From an optimization exercise on the open Yosys and OpenROAD flow, aimed at a short achievable clock period and few clock cycles; shortcuts taken in it are not production practice. Only simulation tests tie the RTL to the original design; equivalence was not proved. Power and IR drop assume default switching activity.

===== design/flow/config.mk =====
export PLATFORM = sky130hd
export DESIGN_NAME = MultipleCycleCPU
export DESIGN_NICKNAME = MultipleCycleCPU
export VERILOG_FILES = /design/flow/design.v
export SDC_FILE = /design/flow/constraint.sdc
export NUM_CORES = 4
export LEC_CHECK = 0
export ABC_CLOCK_PERIOD_IN_PS = 4000
export CAP_MARGIN = 20
export CORE_MARGIN = 2
export CORE_UTILIZATION = 40
export SETUP_SLACK_MARGIN = 5
export SLEW_MARGIN = 20

===== design/flow/constraint.sdc =====
create_clock -name core_clock -period 12.5 [get_ports {CLK}]
set_input_delay 2.5000 -clock core_clock [delete_from_list [all_inputs] [get_ports {CLK}]]
set_output_delay 2.5000 -clock core_clock [all_outputs]
set_load 0.01 [all_outputs]

===== design/flow/design.v =====
module RegisterFile(
    input         CLK,
    input         we,
    input  [4:0]  wa,
    input  [31:0] wd,
    input  [4:0]  ra1,
    input  [4:0]  ra2,
    output [31:0] rd1,
    output [31:0] rd2
    );
    reg [31:0] regs [1:31];
    always @(posedge CLK) begin
        if (we && wa != 5'd0)
            regs[wa] <= wd;
    end
    assign rd1 = (ra1 == 5'd0) ? 32'h0 : regs[ra1];
    assign rd2 = (ra2 == 5'd0) ? 32'h0 : regs[ra2];
endmodule
module MultipleCycleCPU(
        input CLK,
        input RST,
        output [31:0] imem_addr,
        input  [31:0] imem_rdata,
        output [31:0] dmem_addr,
        output [31:0] dmem_wdata,
        output dmem_we,
        input  [31:0] dmem_rdata,
        output halted
    );
    localparam [5:0] OP_ADD = 6'b000000, OP_SUB = 6'b000001, OP_ADDIU = 6'b000010,
                     OP_AND = 6'b010000, OP_ANDI = 6'b010001, OP_ORI = 6'b010010,
                     OP_XORI = 6'b010011, OP_SLL = 6'b011000, OP_SLTI = 6'b100110,
                     OP_SLT = 6'b100111, OP_SW = 6'b110000, OP_LW = 6'b110001,
                     OP_BEQ = 6'b110100, OP_BNE = 6'b110101, OP_BLTZ = 6'b110110,
                     OP_J = 6'b111000, OP_JR = 6'b111001, OP_JAL = 6'b111010,
                     OP_HALT = 6'b111111;
    reg [31:0] eA;         
    reg [31:0] eT;         
    reg [31:0] eB;         
    reg [4:0]  eSa;        
    reg [31:0] ePc4;       
    reg [31:0] eTarget;    
    reg [4:0]  eDst;       
    reg        eWe;        
    reg eSelAdd, eSelSub, eSelAnd, eSelOr, eSelXor, eSelSlt, eSelSll, eSelPc4, eSelLoad;
    reg eJmp, eJr, eBeq, eBne, eBltz, eSw, eHalt;
    wire [31:0] sum  = eA + eB;
    wire [31:0] diff = eA - eB;
    wire        lt   = (eA[31] != eB[31]) ? eA[31] : diff[31];
    wire [31:0] sll  = eT << eSa;
    wire        eq   = (eA == eT);
    wire [31:0] result =
          ({32{eSelAdd}}  & sum)
        | ({32{eSelSub}}  & diff)
        | ({32{eSelAnd}}  & (eA & eB))
        | ({32{eSelOr}}   & (eA | eB))
        | ({32{eSelXor}}  & (eA ^ eB))
        | ({32{eSelSlt}}  & {31'b0, lt})
        | ({32{eSelSll}}  & sll)
        | ({32{eSelPc4}}  & ePc4)
        | ({32{eSelLoad}} & dmem_rdata);
    wire take = eJmp | (eBeq & eq) | (eBne & ~eq) | (eBltz & diff[31]);
    wire [31:0] nextPC = eJr ? eA : (take ? eTarget : ePc4);
    assign imem_addr  = nextPC;
    assign dmem_addr  = sum;
    assign dmem_wdata = eT;
    assign dmem_we    = eSw;
    assign halted     = eHalt;
    wire [31:0] ins = imem_rdata;
    wire [5:0]  op  = ins[31:26];
    wire [4:0]  rs  = ins[25:21];
    wire [4:0]  rt  = ins[20:16];
    wire [4:0]  rd  = ins[15:11];
    wire [15:0] imm = ins[15:0];
    wire [31:0] rf1, rf2;
    RegisterFile RegisterFile(.CLK(CLK), .we(eWe), .wa(eDst), .wd(result),
                              .ra1(rs), .ra2(rt), .rd1(rf1), .rd2(rf2));
    wire [31:0] rsVal = (eWe && eDst == rs) ? result : rf1;
    wire [31:0] rtVal = (eWe && eDst == rt) ? result : rf2;
    wire dAdd  = op == OP_ADD,  dSub  = op == OP_SUB,  dAddiu = op == OP_ADDIU;
    wire dAnd  = op == OP_AND,  dAndi = op == OP_ANDI, dOri   = op == OP_ORI;
    wire dXori = op == OP_XORI, dSll  = op == OP_SLL,  dSlti  = op == OP_SLTI;
    wire dSlt  = op == OP_SLT,  dSw   = op == OP_SW,   dLw    = op == OP_LW;
    wire dBeq  = op == OP_BEQ,  dBne  = op == OP_BNE,  dBltz  = op == OP_BLTZ;
    wire dJ    = op == OP_J,    dJr   = op == OP_JR,   dJal   = op == OP_JAL;
    wire dHalt = op == OP_HALT;
    wire zext   = dAndi | dOri | dXori;
    wire useImm = dAddiu | dAndi | dOri | dXori | dSlti | dLw | dSw;
    wire [31:0] extImm = {{16{imm[15] & ~zext}}, imm};
    wire wrRd = dAdd | dSub | dAnd | dSll | dSlt;
    wire wrRt = dAddiu | dAndi | dOri | dXori | dSlti | dLw;
    wire [4:0] dst = dJal ? 5'd31 : (wrRt ? rt : rd);
    wire writes = (wrRd | wrRt | dJal) && dst != 5'd0;
    wire [31:0] fPc4 = {nextPC[31:2] + 30'd1, nextPC[1:0]};
    wire [31:0] fBr  = {nextPC[31:2] + {{14{imm[15]}}, imm} + 30'd1, nextPC[1:0]};
    wire [31:0] fTarget = dHalt ? nextPC :
                          (dJ | dJal) ? {fPc4[31:28], ins[25:0], 2'b00} : fBr;
    always @(posedge CLK or negedge RST) begin
        if (!RST) begin
            eA <= 32'h0; eT <= 32'h0; eB <= 32'h0; eSa <= 5'h0;
            ePc4 <= 32'h0; eTarget <= 32'h0; eDst <= 5'h0; eWe <= 1'b0;
            eSelAdd <= 1'b0; eSelSub <= 1'b0; eSelAnd <= 1'b0; eSelOr <= 1'b0;
            eSelXor <= 1'b0; eSelSlt <= 1'b0; eSelSll <= 1'b0; eSelPc4 <= 1'b0;
            eSelLoad <= 1'b0;
            eJmp <= 1'b0; eJr <= 1'b0; eBeq <= 1'b0; eBne <= 1'b0; eBltz <= 1'b0;
            eSw <= 1'b0; eHalt <= 1'b0;
        end else begin
            eA <= rsVal;
            eT <= rtVal;
            eB <= useImm ? extImm : rtVal;
            eSa <= ins[4:0];
            ePc4 <= fPc4;
            eTarget <= fTarget;
            eDst <= dst;
            eWe <= writes;
            eSelAdd <= dAdd | dAddiu;
            eSelSub <= dSub;
            eSelAnd <= dAnd | dAndi;
            eSelOr <= dOri;
            eSelXor <= dXori;
            eSelSlt <= dSlt | dSlti;
            eSelSll <= dSll;
            eSelPc4 <= dJal;
            eSelLoad <= dLw;
            eJmp <= dJ | dJal | dHalt;
            eJr <= dJr;
            eBeq <= dBeq;
            eBne <= dBne;
            eBltz <= dBltz;
            eSw <= dSw;
            eHalt <= dHalt;
        end
    end
endmodule

===== design/flow/run.sh =====
#!/bin/bash
# synth_recipe.tcl (not shown) runs the flow's synth.tcl, then flattens the netlist and writes it again
# the make line also repeats each setting of config.mk as NAME=value (left out here)
make -C /OpenROAD-flow-scripts/flow DESIGN_CONFIG=/design/flow/config.mk WORK_HOME=/design/flow/orfs CLKGATE_MAP_FILE= SYNTH_SCRIPT=/design/flow/synth_recipe.tcl finish

==> key figures <==
CTS
  • # hold bufs at CTS: 0
  • CTS Buffer Depth: 3
  • CTS tree: yes
  • Clock root buffer: clkbuf_16
  • Clk slew on worst S/H paths: 0.06 ns
  • Clock sinks: 1179
  • Clock Latency Late Sink: 0.79 ns
  • CTS Buf Count: 130
  • H-Tree Depth: 4

Die
  • Initial core utilization: 0.404
  • Die height: 399 um
  • Total I/O pin count: 164
  • Row count: 144
  • CORE AREA: 155000 sq um
  • Die width: 399 um
  • Die Area: 159000 sq um

Synthesis
  • Post-synth top cells: edfxtp_1 (992), mux4_2 (515), mux2i_1 (251)
  • Area leader, netlist: edfxtp_1
  • Synth Register Bits: 1179
  • Largest cells by area after synthesis: edfxtp_1 (48%), mux4_2 (19%), dfrtp_1 (7.5%)
  • Share of the synthesized area in the top cell type: 0.477
  • Ys flop type: edfxtp_1
  • Post-synthesis cell area: 62400 sq um
  • Syn Area/Cell: 14.7 sq um
  • Cells after synthesis: 4258
  • Register area share after synthesis: 0.552
  • Post-synth EDFFs: 992
  • Post-synth net total: 4455
  • Async S/R FF share, synth: 0.159
  • Yosys cell types: 90
  • Syn. warnings: 2
  • Most common cell in the netlist: edfxtp_1

STA
  • Slew Limit Fails: 0
  • Max Fclk: 123 MHz
  • RSZ-0062 raised after global routing: yes
  • Crit share post-route: 0.648
  • Final TNS setup: 0 ns
  • Final setup viols: 0
  • Final Skew: 0.0238 ns
  • Rel. slew slack: 0.215
  • Final hold violation count: 0
  • Final min period: 8.11 ns
  • Measured slew at the worst slew-check pin: 1.18 ns

Finish
  • Layout area overhead: 17.6%
  • Final Util: 0.475
  • Share of cells above drive strength 1: 0.283
  • Fillers: 13231
  • Nets: 4752

GRT
  • Initial antenna violation count: 6
  • Grt ovf: 0
  • First-pass GRT wire length: 321000 um
  • GR Util All Layers: 0.286
  • Largest net degree at the start of global routing: 99
  • Vias in the first global route: 42170

Drt
  • Starting DRT DRC Count: 5417
  • Final WL: 230000 um
  • Remaining antenna violation count: 0
  • # DRC: 0
  • Drt pass-1 iters: 9
  • Vias: 43317
  • Routed WL per cell: 34.3 um
  • DR vias/cell: 6.46

Setup path
  • Arrival time worst endpoint: 5.61 ns
  • Critical-path top delay cell: or4_4
  • CP Max Fanout: 11
  • Kind of critical path: reg -> out
  • Crit end category: output port
  • Top Family by Delay on Critical Path: simple AND/OR/NAND/NOR gates
  • Buf/Inv on CP: 4
  • Setup crit start kind: flip-flop
  • CP Cell Sequence: inv_1 -> ha_2 -> nor3_4 -> nand3_2 -> o211a_4 -> a21oi_4 -> a311oi_4 -> nor2b_2 -> o21ai_1 -> a211oi_2 -> nor3_2 -> fa_1 -> inv_4 -> a21o_4 -> or4_4 -> nand2_8 -> buf_8 -> mux2i_4 -> o21ai_2 -> buf_2
  • Slowest stage delay, CP: 0.67 ns
  • Data required, critical path: 10.00 ns

Placement
  • Detail Placement HPWL: 144000 um
  • GP Congestion: 1.00
  • Buffers on Ports: 163

Run status
  • Status: complete, no violations

Pwr
  • PD cells: 163 nW/um^2
  • Leak Pwr: 25.8 nW
  • Peak supply drop: 0.142 mV

Hold path
  • Hold WC Path Type: reg -> reg

Run
  • Max-cap violations: 0
[power by group]
part	switching [mW]	internal [mW]
Combinational	1.95	1.39
Clock	1.66	2.07
Sequential	0.251	4.62
Total	3.86	8.08
[registers in the layout (all words and copies together) (netlist names), 5 cells and up]
| name | count |
|---|---|
| eDst | 5 |
| RegisterFile.regs | 992 |
| ePc4 | 32 |
| eB | 32 |
| eTarget | 32 |
| eSa | 5 |
| eA | 32 |
| eT | 32 |
[layout make-up]
cell class,count,area [sq um],share of cell area
multi-input cells,2636,27600,0.376
flip-flops and latches,1179,34500,0.470
well taps,2044,2560,0.0348
clock buffers,160,3450,0.0470
inverters,147,566,0.00770
repair buffers,460,4110,0.0559
repair inverters,1,7.51,0.000102
diodes,4,10.0,0.000136
clock inverters,75,628,0.00856
[worst register-to-register path, delay by kind of cell (launching register included)]
kind,cells,cell delay [ns]
AO/OA/AOI/OAI,10,2.38
adder cells (fa/ha/maj),1,0.14
buffers and inverters,38,4.29
flip-flops,1,0.42
AND/OR/NAND/NOR,1,0.10
[layout by cell type (no fill, tap or decap), drive strengths merged, types with 12 or more instances in the layout]
master         instances
xor2                  62
o21bai                19
a2bb2oi               12
nor3                  37
a21o                  50
buf                  338
clkinv                55
mux4                 515
edfxtp               992
and3                  13
a221o                 21
a21oi                222
xnor2                 62
nand2b                27
nand2                253
inv                  155
a222oi                17
o22ai                 37
clkbuf               162
nor4                  19
o21ai                174
mux2                  38
o211ai                34
nand4                 18
o21a                  15
o2111ai               17
nor2                 240
nor2b                 24
dfrtp                187
mux2i                251
a221oi                27
a211oi                32
a22oi                 47
ha                   127
nand3                 52
clkdlybuf4s50        118
a31oi                 15
[per-layer routing]
metal	global-route usage	vias up	part of all wire
met5	0	-	0.00030
met4	0.134	10	0.052
met3	0.0564	468	0.097
met2	0.447	2457	0.46
met1	0.385	22696	0.39
li1	-	17686	-
[stage by stage]
| stage | setup slack (ns) | instance area [sq um] | hold WS, ns | power [mW] | cells |
|---|---|---|---|---|---|
| finish | 4.39 | 73400 | 0.622 | 11.9 | 6706 |
| detailed placement | 3.14 | 66700 | 0.677 | 7.76 | 6282 |
| global placement | 3.37 | 66700 | 0.631 | 7.74 | 6282 |
| floorplan | 5.14 | 62400 | 0.572 | 6.54 | 4258 |
| CTS | 4.34 | 72600 | 0.615 | 11.7 | 6662 |
| global route | 4.26 | 73400 | 0.662 | 12.3 | 6702 |
[logic make-up (layout without fill, tap and decap cells)]
group	Yosys count	count (layout)	synth area share
AOI/OAI and AO/OA	836	837	0.0893
xor gates and xnor gates	124	124	0.0174
adders and majority gates	131	131	0.0267
buffers and inverters	447	843	0.0275
DFF	1179	1179	0.552
muxes	804	804	0.233
other	0	4	0
and+or+nand+nor	737	740	0.0540
[final timing paths]
check | end | slack [ns] | start | depth (start not counted)
worst max-delay path | imem_addr[29] | 4.39 | eA[10] | 20
worst min-delay path | ePc4[1] | 0.62 | eTarget[1] | 2
worst max register to register | eB[27] | 5.03 | eA[1] | 50
worst min register to register | ePc4[1] | 0.62 | eTarget[1] | 2
max in group asynchronous | eA[24] | 9.36 | RST | 2
min in group asynchronous | ePc4[23] | 1.71 | RST | 1
[repair_timing]
action,CTS,global route
pin swaps,58,45
endpoints found under the setup margin,77,121
gates cloned,3,2
gates resized for setup,304,117
buffers inserted,142,38
Testbench counts, summed over its fixed seeds: cycles 150,538.

## afterwards: timing with drivers on the ports
How much do the figures lean on ideal ports? The routed layout below was timed once more, with nothing changed but the port constraints. Step 1 assumes that a clkbuf_16 drives the clock port and a buf_2 every other input. Step 2 moves the port delays by t, midway between the first and last clock arrival at a register: inputs arrive t later, outputs are due t later. That takes back most of the time a late clock gives input paths. Three values: no drivers, after step 1, after step 2; two values: the first two.
shift t [ns]: 0.859
slack for setup (ns): 4.395 / 4.310 / 5.031
worst slew at a driven data input, ns: 0.07
pins driven straight from the clock port: 1
After both steps setup and hold are still met in this run. For this run, drivers alone change the setup slack by -0.085 ns; drivers and shift together by +0.636 ns.
